This design comes from an exercise in tuning for small area and a short achievable clock period on the open sky130 flow, not from production work.
The RTL was checked by simulation tests, not by an equivalence proof against the original design.

## flow/design.v (module list and top-level ports; edited modules follow where they fit)
// module cpu: 853 lines
module cpu( 
    input clk,                           
    input RST,                           
    output [23:0] AB,                    
    output sync,                         
    input [7:0] DI,                      
    output reg [7:0] DO,                 
    output WE,                           
    input IRQ,                           
    input NMI,                           
    input RDY,                           
    input debug );
  // ...
==> flow/run.sh <==
#!/bin/bash
# synth_recipe.tcl (not shown) runs the flow's synth.tcl, then flattens the netlist and writes it again
# the make line also repeats each setting of config.mk as NAME=value (left out here)
make -C /OpenROAD-flow-scripts/flow DESIGN_CONFIG=/design/flow/config.mk WORK_HOME=/design/flow/orfs CLKGATE_MAP_FILE= SYNTH_SCRIPT=/design/flow/synth_recipe.tcl finish
==> flow/config.mk <==
export PLATFORM = sky130hd
export DESIGN_NAME = cpu
export DESIGN_NICKNAME = cpu
export VERILOG_FILES = /design/flow/design.v
export SDC_FILE = /design/flow/constraint.sdc
export NUM_CORES = 4
export LEC_CHECK = 0
export CAP_MARGIN = 20
export CORE_MARGIN = 2
export CORE_UTILIZATION = 65
export PLACE_DENSITY = 0.75
export SETUP_SLACK_MARGIN = 4
export SLEW_MARGIN = 20
==> flow/constraint.sdc <==
create_clock -name core_clock -period 11.0 [get_ports {clk}]
set_input_delay 2.2000 -clock core_clock [delete_from_list [all_inputs] [get_ports {clk}]]
set_output_delay 2.2000 -clock core_clock [all_outputs]
set_load 0.01 [all_outputs]
==> run notes, run 1 <==
CP startpoint DI[0]; GRT Util Overall 45.6%; gpl congestion 1.03; RSZ-0062 raised after global routing yes; share of layout cells above drive strength 1 14.8%; n_diodes 1; CTS Hold Bufs 0; CP max stage cell o211ai_1; met2 Usage GRT 71.1%; reg2reg path depth 22; post-synthesis mux area share 2.39%; RR Endpoint V; Tapcells 396; # Post-CTS Setup Buffers 54; Ports 48; Seq cells post-synth 213; non-filler cells, final 2958; initial DRC count 4289; Seq area share 25.0%; Post-synth top cells 267 x nor2_1, 264 x nand2_1, 151 x a21oi_1; crit path cell chain buf_12, nand2_4, o21ai_2, ha_1, a211oi_2, o31a_1, a21oi_2, o211ai_1, a211oi_4, nor4_4, buf_6, nand2_8, a21oi_4, xnor2_2, buf_2; Port Buffer Count 43; Crit. End Element output pin; Compound-Gate Fraction of Synth Area 28.8%; Initial Util 65.5%; initial antenna violation count 1; count of final hold-check violations 0; Root Driver clkbuf_16; CP peak stage delay 0.42 ns; Hold Slack 0.514 ns; outcome no timing/DRC/antenna violations; filler instances 2137; top post-synthesis cells by area edfxtp_1 21%, dfxtp_1 7.2%, ha_1 6.9%; Critical path destination AB[23]; Top Usage Layer GRT met2; multi-input gates 1991
==> run 2: changes to the inputs <==
==> flow/flow/run.sh (new file) <==
#!/bin/bash
# The standard ORFS layout, but with gate resizing free to change a cell's
# footprint (the sky130hd platform default limits it to the same footprint).
set -euo pipefail
bash standard.sh MATCH_CELL_FOOTPRINT=0 finish > make_finish.log 2>&1
==> flow/standard.sh (new file) <==
#!/bin/bash
# synth_recipe.tcl (not shown) runs the flow's synth.tcl, then flattens the netlist and writes it again
# the make line also repeats each setting of config.mk as NAME=value (left out here)
make -C /OpenROAD-flow-scripts/flow DESIGN_CONFIG=/design/flow/config.mk WORK_HOME=/design/flow/orfs CLKGATE_MAP_FILE= SYNTH_SCRIPT=/design/flow/synth_recipe.tcl "${@:-finish}"
--- a/flow/config.mk
+++ b/flow/config.mk
@@ -8,6 +8,6 @@
 export CAP_MARGIN = 20
 export CORE_MARGIN = 2
-export CORE_UTILIZATION = 65
-export PLACE_DENSITY = 0.75
+export CORE_UTILIZATION = 40
+export PLACE_DENSITY = 0.6
 export SETUP_SLACK_MARGIN = 4
 export SLEW_MARGIN = 20
removed: flow/run.sh
==> run notes, run 2 <==
outcome no timing/DRC/antenna violations; filler instances 4721 (+120%); dominant cell type by area after synthesis edfxtp_1; post-layout min period 7.20 ns; fmax 0.139 GHz; Synth Flop Type edfxtp_1; Die Area 51500 um^2; post-DP HPWL 55.9 mm; most frequent cells in the layout 260 x nor2_1, 258 x nand2_1, 144 x a21oi_1; Crit. End Element output pin; Synth async-reset ratio 0%; Syn Area/Cell 7.98 um^2; gpl congestion 0.953 (-7.4%); critical path class input port to output pin; Max Cap Viol 0; Post-Syn Instances 2490; Clock transition at path regs 0.06 ns; CP Data Arrival Time 5.00 ns; Synth warnings 1; # clock sinks 213; first-pass GRT wire length 118 mm; Initial Util 40.6% (-25 points); Fin Setup TNS 0 ns; Skew-Pair Late Insertion Delay 0.56 ns; total wire length 78.9 mm; Least-Margin Pin Slew 1.30 ns; row cnt 81; Port Buffer Count 43 (unchanged); Sequential Area 5700 um^2; clock skew 0.0116 ns; Die H 227 um; Avg WL per Cell 24.5 um; Top Usage Layer GRT met2; count of final hold-check violations 0 (unchanged); Slew Viols, Final 0; n_diodes 0 (-1); Seq cells post-synth 213 (unchanged); initial antenna violation count 0 (-1); startpoint types input port; post-synthesis cell area 19900 um^2; DRC 0; Multi-input gate area 13700 um^2; worst hold path class flop to flop; Ports 48 (unchanged); met1 Use GR 39.9%; Final setup viols 0; DP Area 21000 um^2; H-Tree Level Count 1; TritonCTS buffer count 27; Placeable Area 49000 um^2; vias in the first global route 19300; met3 GRT Util 3.91%; synth unique cells 98; RSZ-0062 raised after global routing yes; post-synth top area share 21.5%; met2 Usage GRT 47.8% (-23 points); commonest non-fill, non-tap cell in the layout nor2_1; top post-synthesis cells by area edfxtp_1 21%, dfxtp_1 7.2%, ha_1 6.9%; vias per std cell 6.52; EDFF count, synth 142; Req. time, crit path 8.80 ns; routed via count 21000; initial DRC count 2668 (-38%); Post-synth top cells 267 x nor2_1, 264 x nand2_1, 151 x a21oi_1; CTS tree built; sequential element share of the synthesized area 28.6%; GRT Util Overall 29.7% (-16 points); Net Count, Synth 2619; die width 227 um; DR pass1 iterations 7; Hold Slack 0.515 ns (+0.000415 ns); Root Driver clkbuf_16; area growth from synthesis to layout 16.9%; grt ovf 0; design area 23200 um^2; Rel. slew slack 13.2%; largest net degree at the start of global routing 53; period utilization 65.5%; Layout Nets 2669; Routed Antenna Nets 0; worst-case clock buffer depth 3; most common cell in the netlist nor2_1; share of layout cells above drive strength 1 14.1% (-0.70 points); CP max FO 4
[run 2: changes by cell type in the layout (fill, tap and decap cells not counted), moves of 3 or more]
| cell | change |
|---|---|
| o21ai_0 | +3 |
| buf_2 | -5 |
| bufinv_16 | +3 |
| clkinv_1 | +3 |
| o21ai_2 | -4 |
| nand2_2 | -6 |
| nand2_1 | +7 |
| clkbuf_2 | +3 |
[run 2: final cells by class]
class                   count  share of cell area [%]
flip-flops and latches    213                    24.6
multi-input cells        1990                    59.0
inverters                 123                    2.00
well taps                 664                    3.58
clock inverters            14                   0.776
clock buffers              36                    3.28
repair buffers            185                    6.80
[run 2: critical path: stages]
cell and delay [ns]:
buf_6 0.09, buf_6 0.12, nand2_2 0.06, o21ai_2 0.06, ha_1 0.34, a211oi_2 0.24
o31a_1 0.26, a211o_1 0.16, o211ai_1 0.08, buf_4 0.18, a211oi_4 0.24, buf_12 0.16
nor3_4 0.05, buf_4 0.17, buf_6 0.11, buf_4 0.14, xor2_4 0.18, buf_6 0.15
[run 2: path summary, 6_finish.rpt]
check / start / end / slack (ns) / cells after the start
worst max-delay path: DI[0] / AB[10] / 3.80 / 18
worst min-delay path: RBYTES[1] / RBYTES[1] / 0.51 / 2
worst max register to register: OP[7] / V / 4.22 / 24
worst min register to register: RBYTES[1] / RBYTES[1] / 0.51 / 2
[run 2: cells by family after synthesis]
logic type | synth area share (%)
fa+ha+maj | 7.47
simple gates | 22.7
mux | 2.39
xor+xnor | 4.50
buf+inv | 5.60
compound gates | 28.8
flops | 28.6
[run 2: what timing repair did]
item	in CTS	in global routing
setup buffers	51	28
hold buffers	0	0
gates resized for setup	169	63
pin swaps	29	26
hold endpoints to repair	0	0
endpoints found under the setup margin	34	31
[run 2: through the flow]
step	util (%)	std cells	worst slack, ns
2_1_floorplan	-	2490	4.01
3_3_place_gp	43.0	3093	2.12
3_5_place_dp	43.0	3095	2.03
4_1_cts	46.5	3196	3.79
5_1_grt	47.4	3225	3.71
6_report	47.4	3225	3.80
[run 2: routing by layer]
metal,share of wire (%),routed length [um]
met2,46,36200
met5,0,0
met1,41,32200
met3,8.4,6670
met4,4.9,3830
==> run 3: changes to the inputs <==
==> flow/flow/run.sh (replaced) <==
#!/bin/bash
# The standard ORFS layout, with the data pins placed together on one edge.
set -euo pipefail
bash standard.sh IO_CONSTRAINTS="$PWD/flow/io.tcl" finish > make_finish.log 2>&1
==> flow/flow/io.tcl (new file) <==
# keep the data pins together on the bottom edge, next to the address logic
set_io_pin_constraint -region bottom:* -pin_names {AB[0] AB[1] AB[2] AB[3] AB[4] AB[5] AB[6] AB[7] AB[8] AB[9] AB[10] AB[11] AB[12] AB[13] AB[14] AB[15] AB[16] AB[17] AB[18] AB[19] AB[20] AB[21] AB[22] AB[23] DI[0] DI[1] DI[2] DI[3] DI[4] DI[5] DI[6] DI[7] DO[0] DO[1] DO[2] DO[3] DO[4] DO[5] DO[6] DO[7] WE sync}
==> run notes, run 3 <==
worst-case clock buffer depth 3 (unchanged); post-synthesis cell area 19900 um^2 (unchanged); Post-Syn Instances 2490 (unchanged); # clock sinks 213 (unchanged); grt ovf 0 (unchanged); CTS Hold Bufs 0 (unchanged); row cnt 81 (unchanged); Max Cap Viol 0 (unchanged); gpl congestion 0.993 (+4.1%); Least-Margin Pin Slew 1.27 ns (-0.0331 ns); outcome no timing/DRC/antenna violations; first-pass GRT wire length 118 mm (about the same); startpoint types input port; critical path class input port to output pin; post-DP HPWL 56.4 mm (+0.87%); Synth warnings 1 (unchanged); most frequent cells in the layout 261 x nor2_1, 256 x nand2_1, 142 x edfxtp_1, 142 x a21oi_1, 135 x o21ai_0; filler instances 4730 (+0.19%); Fin Setup TNS 0 ns (unchanged); met2 Usage GRT 47.4% (-0.40 points); Seq cells post-synth 213 (unchanged); area growth from synthesis to layout 17.7%; share of layout cells above drive strength 1 15.1% (+0.98 points); count of final hold-check violations 0 (unchanged); CP Data Arrival Time 5.07 ns (+0.07 ns); post-layout min period 7.27 ns (+0.0618 ns); DRC 0 (unchanged); Hold Slack 0.512 ns (-0.00268 ns); CTS tree built; total wire length 79.5 mm (+0.74%); Slew Viols, Final 0 (unchanged); top post-synthesis cells by area edfxtp_1 21%, dfxtp_1 7.2%, ha_1 6.9%; TritonCTS buffer count 26 (-3.7%); Final setup viols 0 (unchanged); Avg WL per Cell 24.5 um (+0.34%); met1 Use GR 39.2% (-0.75 points); Skew-Pair Late Insertion Delay 0.58 ns (+0.02 ns); post-synth top area share 21.5% (unchanged); Root Driver clkbuf_16; GRT Util Overall 29.9% (+0.22 points); sequential element share of the synthesized area 28.6% (unchanged); n_diodes 0 (unchanged); Rel. slew slack 15.4% (+2.2 points); vias per std cell 6.54 (+0.22%); dominant cell type by area after synthesis edfxtp_1; die width 227 um (unchanged); initial antenna violation count 2 (+2); Die Area 51500 um^2 (unchanged); Initial Util 40.6% (unchanged); routed via count 21200 (+0.63%); period utilization 66.1% (+0.56 points); Req. time, crit path 8.80 ns (about the same); EDFF count, synth 142 (unchanged); Crit. End Element output pin; Syn Area/Cell 7.98 um^2 (unchanged); RSZ-0062 raised after global routing yes; Ports 48 (unchanged); DR pass1 iterations 8 (+1); commonest non-fill, non-tap cell in the layout nor2_1; Placeable Area 49000 um^2 (unchanged); Port Buffer Count 43 (unchanged); CP max FO 5 (+1); clock skew 0.0326 ns (+0.0210 ns); initial DRC count 2739 (+2.7%); reg-to-reg slack, setup 4.27 ns (+0.05 ns); Layout Nets 2683 (+0.52%); most common cell in the netlist nor2_1; worst hold path class flop to flop; met3 GRT Util 5.31% (+1.4 points); Die H 227 um (unchanged); Net Count, Synth 2619 (unchanged); Clock transition at path regs 0.06 ns (about the same); largest net degree at the start of global routing 53 (unchanged); Top Usage Layer GRT met2; Post-synth top cells 267 x nor2_1, 264 x nand2_1, 151 x a21oi_1; Routed Antenna Nets 0 (unchanged); synth unique cells 98 (unchanged); H-Tree Level Count 1 (unchanged); fmax 0.138 GHz (-0.85%); Synth async-reset ratio 0% (unchanged); vias in the first global route 19300 (+0.047%); Synth Flop Type edfxtp_1
[run 3: cell counts after synthesis]
Identical to the previous run, type by type.
[run 3: cell families (layout without fill, tap and decap cells)]
| family | count (synthesis) | in the layout | synth area share (%) |
|---|---|---|---|
| AO/OA/AOI/OAI | 813 | 813 | 28.8 |
| adder cells (fa/ha/maj) | 115 | 115 | 7.47 |
| AND/OR/NAND/NOR | 919 | 919 | 22.7 |
| XOR/XNOR | 102 | 102 | 4.50 |
| flip-flops | 213 | 213 | 28.6 |
| multiplexers | 41 | 41 | 2.39 |
| buffers and inverters | 287 | 371 | 5.60 |
[run 3: final timing paths]
kind | start | to | depth (start not counted)
setup reg to reg | OP[7] | Z | 23
setup / recovery | DI[3] | AB[17] | 17
hold reg to reg | RBYTES[1] | RBYTES[1] | 2
hold / removal | RBYTES[1] | RBYTES[1] | 2
[run 3: layout make-up]
cell class	instances	area, um^2	share of cell area [%]
clock buffer	32	673	2.88
clock inverter	16	236	1.01
inverter	123	464	1.98
multi-input combinational	1990	13700	58.7
sequential	213	5700	24.4
tap	664	831	3.55
timing repair buffer	200	1740	7.45
[run 3: what timing repair did]
action                                  CTS  global route
pin swaps                                33            37
gates resized for setup                 201            80
endpoints found under the setup margin   37            30
gates cloned                              1             0
setup buffers                            57            34
[run 3: through the flow]
stage	worst slack (ns)	area [um^2]	util, %	instances
6_report	3.73	23400	47.8	3238
5_1_grt	3.65	23400	47.8	3238
4_1_cts	3.81	22800	46.6	3204
3_5_place_dp	2.17	21100	43.0	3098
3_3_place_gp	2.16	21100	43.0	3097
2_1_floorplan	4.01	19900	-	2490
[run 3: critical path, cell delays in order]
cell      delay [ns]
buf_6           0.09
buf_6           0.12
nand2_4         0.05
o21ai_2         0.05
ha_1            0.35
nand2_1         0.07
o31a_1          0.33
a211o_1         0.27
o211ai_1        0.08
buf_4           0.15
a211oi_4        0.05
buf_6           0.15
buf_6           0.11
nor4_4          0.37
a21boi_4        0.27
xnor2_2         0.16
buf_2           0.18
[run 3: routing by layer]
layer / vias to the layer above / part of all wire [%]
met5: - / 0
met4: 0 / 5.9
met3: 240 / 8.5
met2: 1120 / 45
met1: 10200 / 40
li1: 9559 / -

[static timing again, ports no longer ideal]
The flow's constraints put no driver on any port. The routed layouts listed below were extracted and timed again, unchanged, in two steps.
Step 1 (the two cells are an assumption about what drives the block):
set clk [get_ports {clk}]
set_driving_cell -lib_cell sky130_fd_sc_hd__clkbuf_16 $clk
set_driving_cell -lib_cell sky130_fd_sc_hd__buf_2 [delete_from_list [all_inputs] $clk]
Step 2 times the ports against the registers' clock, not the clock port: input delays grow and output delays shrink by t, the midpoint of the rising clock arrivals with the driver on.
Three values: ideal ports, drivers, drivers and shift; two values: the first two.
| run | t (ns) | setup slack, ns | hold slack, ns |
|---|---|---|---|
| run 1 | 0.597 | 3.676 / 3.629 / 3.629 | 0.514 / 0.514 / 0.514 |
| run 2 | 0.615 | 3.796 / 3.764 / 3.764 | 0.515 / 0.515 / 0.515 |
| run 3 | 0.625 | 3.734 / 3.703 / 3.703 | 0.512 / 0.512 / 0.512 |
After both steps setup and hold are still met in every run listed. The setup slack of run 1, which loses most, moves by -0.047 ns with the drivers and by -0.047 ns with both steps.
